Source: an optimization exercise on an open RTL-to-GDS flow (aim: small area). Production flows keep margins and buffers that such runs may drop. In this exercise RTL edits were held to simulation tests only and were not proved equivalent to the original. Power figures rest on the tool's default switching activity, not on a simulated workload.

Design RV32I_Core, start of the top module:
module RV32I_Core (
    input  logic        clk,
    input  logic        reset,
    input  logic [31:0] instrCode,
    output logic [31:0] instrMemAddr,
    output logic        dataWe,
    output logic [31:0] dataAddr,
    output logic [31:0] dataWData,
    input  logic [31:0] dataRData
);
export LEC_CHECK = 0
export CAP_MARGIN = 5
export CORE_MARGIN = 2
export CORE_UTILIZATION = 60
export PLACE_DENSITY = 0.8
export SETUP_SLACK_MARGIN = 0.2
export SLEW_MARGIN = 5
create_clock -name core_clock -period 11.0 [get_ports {clk}]
standard.sh (not shown) runs the stock make flow with config.mk's settings and CLKGATE_MAP_FILE= SYNTH_SCRIPT=/design/flow/synth_recipe.tcl, a recipe that flattens the netlist after the stock synthesis.
==> flow/flow/run.sh <==
#!/bin/bash
# Layout flow: the standard ORFS flow (standard.sh) with these changes:
#  - ABC maps the logic with an area-recovering script (flow/abc_area.script)
#    instead of ORFS's delay-driven one; the synthesis front end, and so the
#    registers and their names, are ORFS's own;
#  - ports are buffered with buf_1 instead of the default buffer;
#  - CTS uses clkbuf_8 with sink clusters of up to 16 and no dummy loads.
# Each tool's output goes to the ORFS logs under orfs/logs; make's own output
# goes to orfs_make.log in this folder.
set -euo pipefail
W=$PWD
rm -rf "$W/scripts_mod"
cp -r "$FLOW_HOME/scripts" "$W/scripts_mod"
cp "$W/flow/abc_area.script" "$W/scripts_mod/abc_speed.script"
bash "$W/standard.sh" SCRIPTS_DIR="$W/scripts_mod" \
    BUFFER_PORTS_ARGS="-buffer_cell sky130_fd_sc_hd__buf_1" \
    CTS_ARGS="-sink_clustering_enable -repair_clock_nets -dont_use_dummy_load -buf_list sky130_fd_sc_hd__clkbuf_8 -sink_clustering_size 16 -sink_clustering_max_diameter 60" \
    finish > "$W/orfs_make.log" 2>&1
==> flow/flow/abc_area.script <==
&get -n
&st
&dch -f
&nf -R 1000
&put
==> next run, changes <==
Settings changed: PLACE_DENSITY 0.8 to 0.85, SETUP_SLACK_MARGIN 0.2 to 0.25.
=> The new run finished clean; count of clock-buffer cells in the layout is unchanged; sequential share of layout area grows by 0.40 points; clock skew shrinks by 0.019 ns.

========
RV32I_Core, a different RTL version from the one above (not shown whole).
Size in the first run: about 1000 flip-flops, about 160 I/O pins.
clock: 11.0 ns
lec_check: 0
cap_margin: 5
core_margin: 2
core_utilization: 60
place_density: 0.85
setup_slack_margin: 0.25
slew_margin: 5
==> flow/flow/run.sh <==
#!/bin/bash
# Layout flow: the standard ORFS flow (standard.sh) with these changes:
#  - ABC maps the logic with an area-recovering script (flow/abc_area.script)
#    instead of ORFS's delay-driven one; the synthesis front end, and so the
#    registers and their names, are ORFS's own;
#  - ports are buffered with buf_1 instead of the default buffer;
#  - CTS uses clkbuf_16 with larger sink clusters and no dummy loads.
# Each tool's output goes to the ORFS logs under orfs/logs; make's own output
# goes to orfs_make.log in this folder.
set -euo pipefail
W=$PWD
rm -rf "$W/scripts_mod"
cp -r "$FLOW_HOME/scripts" "$W/scripts_mod"
cp "$W/flow/abc_area.script" "$W/scripts_mod/abc_speed.script"
bash "$W/standard.sh" SCRIPTS_DIR="$W/scripts_mod" \
    BUFFER_PORTS_ARGS="-buffer_cell sky130_fd_sc_hd__buf_1" \
    CTS_ARGS="-sink_clustering_enable -repair_clock_nets -dont_use_dummy_load -buf_list sky130_fd_sc_hd__clkbuf_16 -sink_clustering_size 25 -sink_clustering_max_diameter 90" \
    finish > "$W/orfs_make.log" 2>&1
Scripts as last shown in full above: flow/flow/abc_area.script
The starting point went through all stages and came out clean.
Edit:
--- a/flow/flow/run.sh
+++ b/flow/flow/run.sh
@@ -15,4 +15,4 @@
 bash "$W/standard.sh" SCRIPTS_DIR="$W/scripts_mod" \
     BUFFER_PORTS_ARGS="-buffer_cell sky130_fd_sc_hd__buf_1" \
-    CTS_ARGS="-sink_clustering_enable -repair_clock_nets -dont_use_dummy_load -buf_list sky130_fd_sc_hd__clkbuf_16 -sink_clustering_size 25 -sink_clustering_max_diameter 90" \
+    CTS_ARGS="-sink_clustering_enable -repair_clock_nets -dont_use_dummy_load -buf_list sky130_fd_sc_hd__clkbuf_16 -sink_clustering_size 30 -sink_clustering_max_diameter 100" \
     finish > "$W/orfs_make.log" 2>&1
CORE_UTILIZATION = 40   (was 60)
PLACE_DENSITY = default   (was 0.85)
=>
- The new run produced a clean layout
- power fell by 0.92%
- cell count grows by 11%
- area after synthesis is unchanged
- worst setup slack loses 38 ps
- clock-buffer cell count went down by 5
- critical path depth came out higher by 1
- sequential power hardly moves
- utilization goes down by 22 points
- synthesized cell count is unchanged
- worst hold slack gains 29 ps
- die area is higher by 49%

## what the ideal ports hide
Ports are ideal in the flow. The routed layouts listed here were re-timed in OpenROAD. Step 1, drivers: a clkbuf_16 drives clk and a buf_2 each remaining input, both assumed. Step 2 adds t to the input delays and takes it off the output delays; t is the mean of the earliest and latest rising clock arrival at the registers after step 1. Input paths then give back, and output paths get back, about the clock's delay inside the block. Slacks: no drivers / after step 1 / after step 2; pairs: no drivers / after step 1.
| run | t, ns | slack for setup (ns) | worst hold slack (ns) |
|---|---|---|---|
| the first run of note 1 | 0.752 | 0.254 / 0.230 / 0.057 | 0.605 / 0.605 / 0.605 |
| the second run of note 1 | 0.774 | 0.372 / 0.328 / -0.092 | 0.605 / 0.605 / 0.605 |
| the first run of note 2 | 0.675 | 0.378 / 0.354 / 0.110 | 0.592 / 0.592 / 0.592 |
| the second run of note 2 | 0.703 | 0.340 / 0.303 / 0.126 | 0.621 / 0.621 / 0.621 |
With both steps, setup timing fails in the second run of note 1, where it was met with ideal ports. For the second run of note 1, which loses most, drivers alone change the setup slack by -0.044 ns; drivers and shift together by -0.464 ns.
